This design comes from an exercise in tuning for small area, a short achievable clock period and few clock cycles per item on the open sky130 flow, not from production work.
At most, simulation tests tie the RTL to the original design; equivalence was not proved.

==> module cordic_sqrt_seq, before the edit <==
module cordic_sqrt_seq (
 input         rstx,
 input         clk,
 input         start,
 input  [15:0] din,
 output        busy,
 output [15:0] dout
);
reg [17:1] st;
always @(posedge clk or negedge rstx)
  if (!rstx) st <= 17'd0;
  else       st <= {st[16:1], start};
assign busy = |st;
wire cord = |st[9:1];     
wire yx   = |st[17:9];    
wire [7:0] selx = {st[9], st[8], st[7], st[6],
                   st[5] | st[4] | st[12],
                   st[3] | st[11] | st[13],
                   st[2] | st[14] | st[15] | st[16] | st[17],
                   st[1] | st[10]};
wire [7:0] sely = {st[9], st[8], st[7], st[6], st[5] | st[4], st[3], st[2], st[1]};
wire       mm_n = st[10] | st[11] | st[14] | st[15];
wire       cord_n = |st[8:1];
wire       rnd  = st[11];
reg  [20:0] X;
reg  [20:0] Y;
wire [28:0] yext = {{8{Y[20]}}, Y};
wire [28:0] xext = {8'd0, X};
reg  [20:0] ysh, xsh;
integer i, k;
always @(*) begin
  for (i = 0; i < 21; i = i + 1) begin
    ysh[i] = 1'b0;
    xsh[i] = 1'b0;
    for (k = 0; k < 8; k = k + 1) begin
      ysh[i] = ysh[i] | (selx[k] & yext[i + k + 1]);
      xsh[i] = xsh[i] | (sely[k] & xext[i + k + 1]);
    end
  end
  ysh[18] = ysh[18] | rnd;
end
reg         mx, cx, my;
wire [20:0] xsum;
wire [19:0] ysum;
pfx_add #(.W(21)) u_xadd (.a(X), .b(ysh ^ {21{mx}}), .ci(cx), .s(xsum));
pfx_add #(.W(20)) u_yadd (.a(Y[19:0]), .b(xsh[19:0] ^ {20{my}}), .ci(my), .s(ysum));
wire [20:0] x0 = {{1'b0, din} + 17'h02000, 4'd0};
wire [20:0] y0 = {{1'b0, din} - 17'h02000, 4'd0};
wire        ny_pos = start ? ~y0[20] : ~(yx ? xsum[20] : ysum[19]);
always @(posedge clk) begin
  mx <= (start | cord_n) ? ny_pos : mm_n;
  cx <= (start | cord_n) & ny_pos;
  my <= ny_pos;
end
always @(posedge clk)
  if (start) begin
    X <= x0;
    Y <= y0;
  end else if (busy) begin
    if (cord) X <= xsum;
    Y <= yx ? xsum : {ysum[19], ysum};
  end
assign dout = Y[19:4];
endmodule
Settings: LEC_CHECK=0, CAP_MARGIN=20, CORE_MARGIN=2, CORE_UTILIZATION=40, SETUP_SLACK_MARGIN=2.3, SLEW_MARGIN=20; clock period 6.0 ns.
standard.sh (not shown) runs the stock make flow with config.mk's settings and CLKGATE_MAP_FILE= SYNTH_SCRIPT=/design/flow/synth_recipe.tcl, a recipe that flattens the netlist after the stock synthesis.
==> flow/flow/run.sh <==
#!/bin/bash
# Standard layout, with the port buffers made of buf_1 cells instead of the default.
set -euo pipefail
bash standard.sh "BUFFER_PORTS_ARGS=-buffer_cell sky130_fd_sc_hd__buf_1" finish > standard_flow.log 2>&1
Then changed:
--- a/flow/design.v
+++ b/flow/design.v
@@ -88,26 +88,35 @@
   end
   ysh[18] = ysh[18] | rnd;
 end
+reg         act;
+always @(posedge clk or negedge rstx)
+  if (!rstx) act <= 1'b0;
+  else       act <= start | (|st[16:1]);
 reg         mx, cx, my;
 wire [20:0] xsum;
 wire [19:0] ysum;
-pfx_add #(.W(21)) u_xadd (.a(X), .b(ysh ^ {21{mx}}), .ci(cx), .s(xsum));
-pfx_add #(.W(20)) u_yadd (.a(Y[19:0]), .b(xsh[19:0] ^ {20{my}}), .ci(my), .s(ysum));
 wire [20:0] x0 = {{1'b0, din} + 17'h02000, 4'd0};
 wire [20:0] y0 = {{1'b0, din} - 17'h02000, 4'd0};
-wire        ny_pos = start ? ~y0[20] : ~(yx ? xsum[20] : ysum[19]);
-always @(posedge clk) begin
-  mx <= (start | cord_n) ? ny_pos : mm_n;
-  cx <= (start | cord_n) & ny_pos;
+wire [20:0] xa = act ? X : x0;
+wire [19:0] ya = act ? Y[19:0] : y0[19:0];
+pfx_add #(.W(21)) u_xadd (.a(xa), .b(ysh ^ {21{mx}}), .ci(cx), .s(xsum));
+pfx_add #(.W(20)) u_yadd (.a(ya), .b(xsh[19:0] ^ {20{my}}), .ci(my), .s(ysum));
+wire        ysgn = act ? ysum[19] : y0[20];
+wire        ny_pos = ~(yx ? xsum[20] : ysgn);
+always @(posedge clk or negedge rstx)
+  if (!rstx) begin
+    mx <= 1'b0;
+    cx <= 1'b0;
+  end else begin
+    mx <= (start | cord_n) ? ny_pos : mm_n;
+    cx <= (start | cord_n) & ny_pos;
+  end
+always @(posedge clk)
   my <= ny_pos;
-end
 always @(posedge clk)
-  if (start) begin
-    X <= x0;
-    Y <= y0;
-  end else if (busy) begin
-    if (cord) X <= xsum;
-    Y <= yx ? xsum : {ysum[19], ysum};
+  if (start | busy) begin
+    if (start | cord) X <= xsum;
+    Y <= yx ? xsum : {ysgn, ysum};
   end
 assign dout = Y[19:4];
 endmodule
What happened: The new run completed with no timing, DRC or antenna violations; routed wire length is higher slightly; final area rises by a little under a tenth; synthesized cell count rose by a few percent; first-iteration DRC count shrinks by about a fifth.
No functional check of the RTL was part of any run of this note.

## old
cordic_sqrt_seq, a different RTL version from the one above (not shown whole).
Size: roughly 69 flip-flops.
==> module cordic_sqrt_seq, before the edit <==
module cordic_sqrt_seq (
 input         rstx,
 input         clk,
 input         start,
 input  [15:0] din,
 output        busy,
 output [15:0] dout
);
reg  [4:0] cnt;
wire [4:0] ncnt = start ? 5'd1 :
                  ((cnt == 5'd17) || (cnt == 5'd0)) ? 5'd0 : cnt + 5'd1;
always @(posedge clk or negedge rstx)
  if (!rstx) cnt <= 5'd0;
  else       cnt <= ncnt;
assign busy = (cnt != 5'd0);
reg [7:0] selx_n;   
reg [7:0] sely_n;   
reg       mm_n;     
reg       cord_n;   
reg       yx_n;     
always @(*) begin
  sely_n = 8'b00000001;
  case (ncnt)
  5'd1: sely_n = 8'b00000001;
  5'd2: sely_n = 8'b00000010;
  5'd3: sely_n = 8'b00000100;
  5'd4: sely_n = 8'b00001000;
  5'd5: sely_n = 8'b00001000;
  5'd6: sely_n = 8'b00010000;
  5'd7: sely_n = 8'b00100000;
  5'd8: sely_n = 8'b01000000;
  5'd9: sely_n = 8'b10000000;
  default: sely_n = 8'b00000001;
  endcase
  mm_n = 1'b0;
  case (ncnt)
  5'd10: begin selx_n = 8'b00000001; mm_n = 1'b0; end
  5'd11: begin selx_n = 8'b00000100; mm_n = 1'b1; end
  5'd12: begin selx_n = 8'b00001000; mm_n = 1'b1; end
  5'd13: begin selx_n = 8'b00000100; mm_n = 1'b0; end
  5'd14: begin selx_n = 8'b00000010; mm_n = 1'b0; end
  5'd15: begin selx_n = 8'b00000010; mm_n = 1'b1; end
  5'd16: begin selx_n = 8'b00000010; mm_n = 1'b1; end
  5'd17: begin selx_n = 8'b00000010; mm_n = 1'b0; end
  default: selx_n = sely_n;
  endcase
  cord_n = (ncnt != 5'd0) && (ncnt <= 5'd9);
  yx_n   = (ncnt >= 5'd9);
end
reg [7:0] selx, sely;
reg       cord, yx, rnd;
always @(posedge clk) begin
  selx <= selx_n;
  sely <= sely_n;
  cord <= cord_n;
  yx   <= yx_n;
  rnd  <= (ncnt == 5'd11);
end
reg  [20:0] X;
reg  [20:0] Y;
wire [28:0] yext = {{8{Y[20]}}, Y};
wire [28:0] xext = {8'd0, X};
reg  [20:0] ysh, xsh;
integer i, k;
always @(*) begin
  for (i = 0; i < 21; i = i + 1) begin
    ysh[i] = 1'b0;
    xsh[i] = 1'b0;
    for (k = 0; k < 8; k = k + 1) begin
      ysh[i] = ysh[i] | (selx[k] & yext[i + k + 1]);
      xsh[i] = xsh[i] | (sely[k] & xext[i + k + 1]);
    end
  end
  ysh[18] = ysh[18] | rnd;
end
reg         mx, cx, my;
wire [20:0] xsum;
wire [19:0] ysum;
pfx_add #(.W(21)) u_xadd (.a(X), .b(ysh ^ {21{mx}}), .ci(cx), .s(xsum));
pfx_add #(.W(20)) u_yadd (.a(Y[19:0]), .b(xsh[19:0] ^ {20{my}}), .ci(my), .s(ysum));
wire [20:0] x0 = {{1'b0, din} + 17'h02000, 4'd0};
wire [20:0] y0 = {{1'b0, din} - 17'h02000, 4'd0};
wire        ny_pos = start ? ~y0[20] : busy ? ~(yx ? xsum[20] : ysum[19]) : ~Y[20];
always @(posedge clk) begin
  mx <= cord_n ? ny_pos : mm_n;
  cx <= cord_n & ny_pos;
  my <= ny_pos;
end
always @(posedge clk)
  if (start) begin
    X <= x0;
    Y <= y0;
  end else if (busy) begin
    if (cord) X <= xsum;
    Y <= yx ? xsum : {ysum[19], ysum};
  end
assign dout = Y[19:4];
endmodule
==> module pfx_add, before the edit <==
module pfx_add #(parameter W = 21) (
 input  [W-1:0] a,
 input  [W-1:0] b,
 input          ci,
 output [W-1:0] s
);
wire [W-1:0] p0 = a ^ b;
reg  [W:0]   g, p, gn, pn;
integer i, d, j;
always @(*) begin
  g = {a & b, ci};
  p = {p0, 1'b0};
  for (d = 1; d < W + 1; d = d * 2) begin
    gn = g;
    pn = p;
    for (i = 0; i < W + 1; i = i + 1) begin
      if ((i / d) % 2 == 1) begin
        j = (i / d) * d - 1;
        gn[i] = g[i] | (p[i] & g[j]);
        pn[i] = p[i] & p[j];
      end
    end
    g = gn;
    p = pn;
  end
end
assign s = p0 ^ g[W-1:0];
endmodule
Settings: LEC_CHECK=0, CAP_MARGIN=20, CORE_MARGIN=2, CORE_UTILIZATION=40, CTS_BUF_LIST=sky130_fd_sc_hd__clkbuf_8, SETUP_SLACK_MARGIN=2.2, SLEW_MARGIN=20; clock period 6.0 ns.
Scripts as last shown in full above: flow/flow/run.sh
## Diff of input files: new against old
--- a/flow/design.v
+++ b/flow/design.v
@@ -93,82 +93,88 @@
   5'd17: begin selx_n = 8'b00000010; mm_n = 1'b0; end
   default: selx_n = sely_n;
   endcase
   cord_n = (ncnt != 5'd0) && (ncnt <= 5'd9);
   yx_n   = (ncnt >= 5'd9);
 end
-reg [7:0] selx, sely;
+reg [7:0] gex_n;
+integer m;
+always @(*)
+  for (m = 0; m < 8; m = m + 1)
+    gex_n[m] = |(selx_n >> m);
+reg [7:0] selx, sely, gex;
 reg       cord, yx, rnd;
 always @(posedge clk) begin
+  gex  <= gex_n;
   selx <= selx_n;
   sely <= sely_n;
   cord <= cord_n;
   yx   <= yx_n;
   rnd  <= (ncnt == 5'd11);
 end
 reg  [20:0] X;
 reg  [20:0] Y;
-wire [28:0] yext = {{8{Y[20]}}, Y};
 wire [28:0] xext = {8'd0, X};
 reg  [20:0] ysh, xsh;
 integer i, k;
 always @(*) begin
   for (i = 0; i < 21; i = i + 1) begin
     ysh[i] = 1'b0;
     xsh[i] = 1'b0;
     for (k = 0; k < 8; k = k + 1) begin
-      ysh[i] = ysh[i] | (selx[k] & yext[i + k + 1]);
+      if (i + k + 1 < 20)
+        ysh[i] = ysh[i] | (selx[k] & Y[i + k + 1]);
       xsh[i] = xsh[i] | (sely[k] & xext[i + k + 1]);
     end
+    if (i == 20)
+      ysh[i] = ysh[i] | (gex[0] & Y[20]);
+    else if (i >= 12)
+      ysh[i] = ysh[i] | (gex[19 - i] & Y[20]);
   end
   ysh[18] = ysh[18] | rnd;
 end
 reg         mx, cx, my;
-wire [20:0] xsum;
-wire [19:0] ysum;
+wire [20:0] xsum, ysum;
 pfx_add #(.W(21)) u_xadd (.a(X), .b(ysh ^ {21{mx}}), .ci(cx), .s(xsum));
-pfx_add #(.W(20)) u_yadd (.a(Y[19:0]), .b(xsh[19:0] ^ {20{my}}), .ci(my), .s(ysum));
+pfx_add #(.W(21)) u_yadd (.a(Y), .b(xsh ^ {21{my}}), .ci(my), .s(ysum));
 wire [20:0] x0 = {{1'b0, din} + 17'h02000, 4'd0};
 wire [20:0] y0 = {{1'b0, din} - 17'h02000, 4'd0};
-wire        ny_pos = start ? ~y0[20] : busy ? ~(yx ? xsum[20] : ysum[19]) : ~Y[20];
+wire        ny_pos = start ? ~y0[20] : busy ? ~(yx ? xsum[20] : ysum[20]) : ~Y[20];
 always @(posedge clk) begin
   mx <= cord_n ? ny_pos : mm_n;
   cx <= cord_n & ny_pos;
   my <= ny_pos;
 end
 always @(posedge clk)
   if (start) begin
     X <= x0;
     Y <= y0;
   end else if (busy) begin
     if (cord) X <= xsum;
-    Y <= yx ? xsum : {ysum[19], ysum};
+    Y <= yx ? xsum : ysum;
   end
 assign dout = Y[19:4];
 endmodule
 module pfx_add #(parameter W = 21) (
  input  [W-1:0] a,
  input  [W-1:0] b,
  input          ci,
  output [W-1:0] s
 );
 wire [W-1:0] p0 = a ^ b;
 reg  [W:0]   g, p, gn, pn;
-integer i, d, j;
+integer i, d;
 always @(*) begin
   g = {a & b, ci};
   p = {p0, 1'b0};
   for (d = 1; d < W + 1; d = d * 2) begin
     gn = g;
     pn = p;
-    for (i = 0; i < W + 1; i = i + 1) begin
-      if ((i / d) % 2 == 1) begin
-        j = (i / d) * d - 1;
-        gn[i] = g[i] | (p[i] & g[j]);
-        pn[i] = p[i] & p[j];
-      end
+    for (i = d; i < W + 1; i = i + 1) begin
+      gn[i] = g[i] | (p[i] & g[i - d]);
+      pn[i] = p[i] & p[i - d];
     end
     g = gn;
     p = pn;
   end
 end
 assign s = p0 ^ g[W-1:0];
--- outcome ---
Measured against each other, old and new differ in number of unique standard cell types used by synthesis, the higher figure coming from new.
Compared with old, new shows a higher area of the die.
Cell area after layout (new vs. old) increases by a few percent
Diff old -> new: headroom to the max-slew limit went up by 3.7 points, routed wire length per instance decreased by about 4% relative to the old numbers, minimum setup slack in the final design -3.9 ps.
No functional check of the RTL was part of any run of this note.

The RTL this note starts from:
==> flow/design.v <==
module mult(
 clk,
 rstx,
 mcand_is_signed,
 mlier_is_signed,
 start,
 mcand,
 mlier,
 prod,
 busy
);
parameter BW_CNT = 3,    
          BW_MCAND = 3,
          BW_MLIER = 4;
input                          clk;
input                          rstx;
input                          mcand_is_signed;
input                          mlier_is_signed;
input                          start;
input           [BW_MCAND-1:0] mcand;
input           [BW_MLIER-1:0] mlier;
output [BW_MCAND+BW_MLIER-1:0] prod;
output                         busy;
reg [BW_CNT-1:0] cnt;
wire cnt_eq_0 = (cnt == {BW_CNT{1'b0}});
always @(posedge clk or negedge rstx)
  if (~rstx)         cnt <= {BW_CNT{1'b0}};
  else if (start)    cnt <= BW_MLIER;
  else if (cnt_eq_0) cnt <= {BW_CNT{1'b0}};
  else               cnt <= cnt - {{(BW_CNT-1){1'b0}}, 1'd1};
wire cnt_eq_1 = (cnt == {{(BW_CNT-1){1'b0}}, 1'd1});
assign busy = ~cnt_eq_0;
wire last_stage_1 = cnt_eq_1 & mlier_is_signed;
reg [BW_MCAND+BW_MLIER-1:0] prod;
wire [BW_MCAND-1:0] prod1 = (prod[0] ? mcand : {BW_MCAND{1'b0}});
wire [BW_MCAND:0] sum = {   cnt_eq_1
                          ? mcand_is_signed | mlier_is_signed
                          : 1'b0
                        , prod[BW_MCAND+BW_MLIER-1:BW_MLIER] }
                      + { 1'b0
                        ,   {BW_MCAND{last_stage_1}}
                          ^ { prod1[BW_MCAND-1] ^ mcand_is_signed
                            , prod1[BW_MCAND-2:0] } }
                      + {{BW_MCAND{1'b0}}, last_stage_1};
always @(posedge clk or negedge rstx)
  if (~rstx)          prod <= {(BW_MCAND+BW_MLIER){1'b0}};
  else if (start)     prod <= {mcand_is_signed, {(BW_MCAND-1){1'b0}}, mlier};
  else if (~cnt_eq_0) prod <= {sum, prod[BW_MLIER-1:1]};
endmodule
module cordic_sqrt_seq (
 input         rstx,
 input         clk,
 input         start,
 input  [15:0] din,
 output        busy,
 output [15:0] dout
);
reg  [4:0] cnt;
wire [4:0] ncnt = start ? 5'd1 :
                  ((cnt == 5'd17) || (cnt == 5'd0)) ? 5'd0 : cnt + 5'd1;
always @(posedge clk or negedge rstx)
  if (!rstx) cnt <= 5'd0;
  else       cnt <= ncnt;
assign busy = (cnt != 5'd0);
reg [7:0] sel_n;    
reg       mm_n;     
always @(*) begin
  mm_n = 1'b0;
  case (ncnt)
  5'd2:  sel_n = 8'b00000010;
  5'd3:  sel_n = 8'b00000100;
  5'd4:  sel_n = 8'b00001000;
  5'd5:  sel_n = 8'b00001000;
  5'd6:  sel_n = 8'b00010000;
  5'd7:  sel_n = 8'b00100000;
  5'd8:  sel_n = 8'b01000000;
  5'd9:  sel_n = 8'b10000000;
  5'd10: begin sel_n = 8'b00000001; mm_n = 1'b0; end
  5'd11: begin sel_n = 8'b00000100; mm_n = 1'b1; end
  5'd12: begin sel_n = 8'b00001000; mm_n = 1'b1; end
  5'd13: begin sel_n = 8'b00000100; mm_n = 1'b0; end
  5'd14: begin sel_n = 8'b00000010; mm_n = 1'b0; end
  5'd15: begin sel_n = 8'b00000010; mm_n = 1'b1; end
  5'd16: begin sel_n = 8'b00000010; mm_n = 1'b1; end
  5'd17: begin sel_n = 8'b00000010; mm_n = 1'b0; end
  default: sel_n = 8'b00000001;
  endcase
end
wire cord_n = (ncnt != 5'd0) && (ncnt <= 5'd9);
reg [7:0] sel;
reg       cord, yx, rnd;
always @(posedge clk) begin
  sel  <= sel_n;
  cord <= cord_n;
  yx   <= (ncnt >= 5'd9);
  rnd  <= (ncnt == 5'd11);
end
reg  [20:0] X;
reg  [20:0] Y;
wire [28:0] yext = {{8{Y[20]}}, Y};
wire [28:0] xext = {8'd0, X};
reg  [20:0] ysh, xsh;
integer i, k;
always @(*) begin
  for (i = 0; i < 21; i = i + 1) begin
    ysh[i] = 1'b0;
    xsh[i] = 1'b0;
    for (k = 0; k < 8; k = k + 1) begin
      ysh[i] = ysh[i] | (sel[k] & yext[i + k + 1]);
      xsh[i] = xsh[i] | (sel[k] & xext[i + k + 1]);
    end
  end
  ysh[18] = ysh[18] | rnd;
end
reg         mx, cx, my;
wire [20:0] xsum, ysum;
pfx_add #(.W(21)) u_xadd (.a(X), .b(ysh ^ {21{mx}}), .ci(cx), .s(xsum));
pfx_add #(.W(21)) u_yadd (.a(Y), .b(xsh ^ {21{my}}), .ci(my), .s(ysum));
wire [20:0] x0 = {{1'b0, din} + 17'h02000, 4'd0};
wire [20:0] y0 = {{1'b0, din} - 17'h02000, 4'd0};
wire        ny_pos = start ? ~y0[20] : busy ? ~(yx ? xsum[20] : ysum[20]) : ~Y[20];
always @(posedge clk) begin
  mx <= cord_n ? ny_pos : mm_n;
  cx <= cord_n & ny_pos;
  my <= ny_pos;
end
always @(posedge clk)
  if (start) begin
    X <= x0;
    Y <= y0;
  end else if (busy) begin
    if (cord) X <= xsum;
    Y <= yx ? xsum : ysum;
  end
assign dout = Y[19:4];
endmodule
module pfx_add #(parameter W = 21) (
 input  [W-1:0] a,
 input  [W-1:0] b,
 input          ci,
 output [W-1:0] s
);
wire [W-1:0] p0 = a ^ b;
reg  [W:0]   g, p, gn, pn;
integer i, d;
always @(*) begin
  g = {a & b, ci};
  p = {p0, 1'b0};
  for (d = 1; d < W + 1; d = d * 2) begin
    gn = g;
    pn = p;
    for (i = d; i < W + 1; i = i + 1) begin
      gn[i] = g[i] | (p[i] & g[i - d]);
      pn[i] = p[i] & p[i - d];
    end
    g = gn;
    p = pn;
  end
end
assign s = p0 ^ g[W-1:0];
endmodule
==> flow/config.mk <==
export PLATFORM = sky130hd
export DESIGN_NAME = cordic_sqrt_seq
export DESIGN_NICKNAME = cordic_sqrt_seq
export VERILOG_FILES = /design/flow/design.v
export SDC_FILE = /design/flow/constraint.sdc
export NUM_CORES = 4
export LEC_CHECK = 0
export CAP_MARGIN = 20
export CORE_MARGIN = 2
export CORE_UTILIZATION = 40
export SETUP_SLACK_MARGIN = 2.3
export SLEW_MARGIN = 20
==> flow/constraint.sdc <==
create_clock -name core_clock -period 6.0 [get_ports {clk}]
set_input_delay 1.2000 -clock core_clock [delete_from_list [all_inputs] [get_ports {clk}]]
set_output_delay 1.2000 -clock core_clock [all_outputs]
set_load 0.01 [all_outputs]
run.sh (not shown) runs the stock make flow with config.mk's settings and CLKGATE_MAP_FILE= SYNTH_SCRIPT=/design/flow/synth_recipe.tcl, a recipe that flattens the netlist after the stock synthesis.
Stock flow here: none of the scripts above is used.
The starting point produced a clean layout.
Rerun with:
--- a/flow/design.v
+++ b/flow/design.v
@@ -62,37 +62,47 @@
   if (!rstx) cnt <= 5'd0;
   else       cnt <= ncnt;
 assign busy = (cnt != 5'd0);
-reg [7:0] sel_n;    
+reg [7:0] selx_n;   
+reg [7:0] sely_n;   
 reg       mm_n;     
+reg       cord_n;   
+reg       yx_n;     
 always @(*) begin
+  sely_n = 8'b00000001;
+  case (ncnt)
+  5'd1: sely_n = 8'b00000001;
+  5'd2: sely_n = 8'b00000010;
+  5'd3: sely_n = 8'b00000100;
+  5'd4: sely_n = 8'b00001000;
+  5'd5: sely_n = 8'b00001000;
+  5'd6: sely_n = 8'b00010000;
+  5'd7: sely_n = 8'b00100000;
+  5'd8: sely_n = 8'b01000000;
+  5'd9: sely_n = 8'b10000000;
+  default: sely_n = 8'b00000001;
+  endcase
   mm_n = 1'b0;
   case (ncnt)
-  5'd2:  sel_n = 8'b00000010;
-  5'd3:  sel_n = 8'b00000100;
-  5'd4:  sel_n = 8'b00001000;
-  5'd5:  sel_n = 8'b00001000;
-  5'd6:  sel_n = 8'b00010000;
-  5'd7:  sel_n = 8'b00100000;
-  5'd8:  sel_n = 8'b01000000;
-  5'd9:  sel_n = 8'b10000000;
-  5'd10: begin sel_n = 8'b00000001; mm_n = 1'b0; end
-  5'd11: begin sel_n = 8'b00000100; mm_n = 1'b1; end
-  5'd12: begin sel_n = 8'b00001000; mm_n = 1'b1; end
-  5'd13: begin sel_n = 8'b00000100; mm_n = 1'b0; end
-  5'd14: begin sel_n = 8'b00000010; mm_n = 1'b0; end
-  5'd15: begin sel_n = 8'b00000010; mm_n = 1'b1; end
-  5'd16: begin sel_n = 8'b00000010; mm_n = 1'b1; end
-  5'd17: begin sel_n = 8'b00000010; mm_n = 1'b0; end
-  default: sel_n = 8'b00000001;
+  5'd10: begin selx_n = 8'b00000001; mm_n = 1'b0; end
+  5'd11: begin selx_n = 8'b00000100; mm_n = 1'b1; end
+  5'd12: begin selx_n = 8'b00001000; mm_n = 1'b1; end
+  5'd13: begin selx_n = 8'b00000100; mm_n = 1'b0; end
+  5'd14: begin selx_n = 8'b00000010; mm_n = 1'b0; end
+  5'd15: begin selx_n = 8'b00000010; mm_n = 1'b1; end
+  5'd16: begin selx_n = 8'b00000010; mm_n = 1'b1; end
+  5'd17: begin selx_n = 8'b00000010; mm_n = 1'b0; end
+  default: selx_n = sely_n;
   endcase
+  cord_n = (ncnt != 5'd0) && (ncnt <= 5'd9);
+  yx_n   = (ncnt >= 5'd9);
 end
-wire cord_n = (ncnt != 5'd0) && (ncnt <= 5'd9);
-reg [7:0] sel;
+reg [7:0] selx, sely;
 reg       cord, yx, rnd;
 always @(posedge clk) begin
-  sel  <= sel_n;
+  selx <= selx_n;
+  sely <= sely_n;
   cord <= cord_n;
-  yx   <= (ncnt >= 5'd9);
+  yx   <= yx_n;
   rnd  <= (ncnt == 5'd11);
 end
 reg  [20:0] X;
@@ -106,8 +116,8 @@
     ysh[i] = 1'b0;
     xsh[i] = 1'b0;
     for (k = 0; k < 8; k = k + 1) begin
-      ysh[i] = ysh[i] | (sel[k] & yext[i + k + 1]);
-      xsh[i] = xsh[i] | (sel[k] & xext[i + k + 1]);
+      ysh[i] = ysh[i] | (selx[k] & yext[i + k + 1]);
+      xsh[i] = xsh[i] | (sely[k] & xext[i + k + 1]);
     end
   end
   ysh[18] = ysh[18] | rnd;
Effect: Setup slack gets worse by 0.046 ns; global-route usage is about the same; fmax fell by 1.3%; count of clock-buffer cells in the layout went down by 1; wire length goes down by 1.0%; area after synthesis decreases by 0.35%; non-clock buffer count shrinks by 18.
Testbench counts after the change, summed over its fixed seeds: cycles 144,000, items 8,000.
Function not checked in the first run of this note: the RTL went through the layout flow alone.

port drivers added, routing unchanged:
The results above use ideal ports. As a check the final layouts listed here were re-extracted and re-timed, cells and wires unchanged.
Step 1 sets driving cells, clkbuf_16 on the clock port and buf_2 on the other inputs (assumed; they add their load-dependent delay and slew).
Step 2 adds t to the input delays and takes it off the output delays; t is the mean of the earliest and latest rising clock arrival at the registers after step 1. Input paths then give back, and output paths get back, about the clock's delay inside the block.
Slacks: ideal ports / drivers / drivers and shift; pairs: ideal ports / drivers.
run | t, ns | setup slack, ns | hold WS [ns] | worst setup path at the end | latest minus earliest clock arrival (ns)
the first run of note 1 | 0.396 | 1.758 / 1.758 / 1.758 | 0.414 / 0.414 / 0.414 | register to register | 0.016 / 0.015
the second run of note 1 | 0.395 | 2.131 / 2.131 / 1.902 | 0.415 / 0.415 / 0.415 | input to register | 0.011 / 0.011
old | 0.419 | 2.284 / 2.284 / 2.128 | 0.525 / 0.525 / 0.525 | input to register | 0.014 / 0.014
new | 0.409 | 2.280 / 2.280 / 2.268 | 0.509 / 0.509 / 0.509 | input to register | 0.016 / 0.016
the first run of note 3 | 0.377 | 2.400 / 2.400 / 2.119 | 0.513 / 0.513 / 0.513 | input to register | 0.007 / 0.007
the second run of note 3 | 0.391 | 2.354 / 2.354 / 2.258 | 0.492 / 0.492 / 0.492 | input to register | 0.007 / 0.007
After both steps every run listed still meets setup and hold. The setup slack of the first run of note 3, which loses most, moves by 0.000 ns with the drivers and by -0.281 ns with both steps.
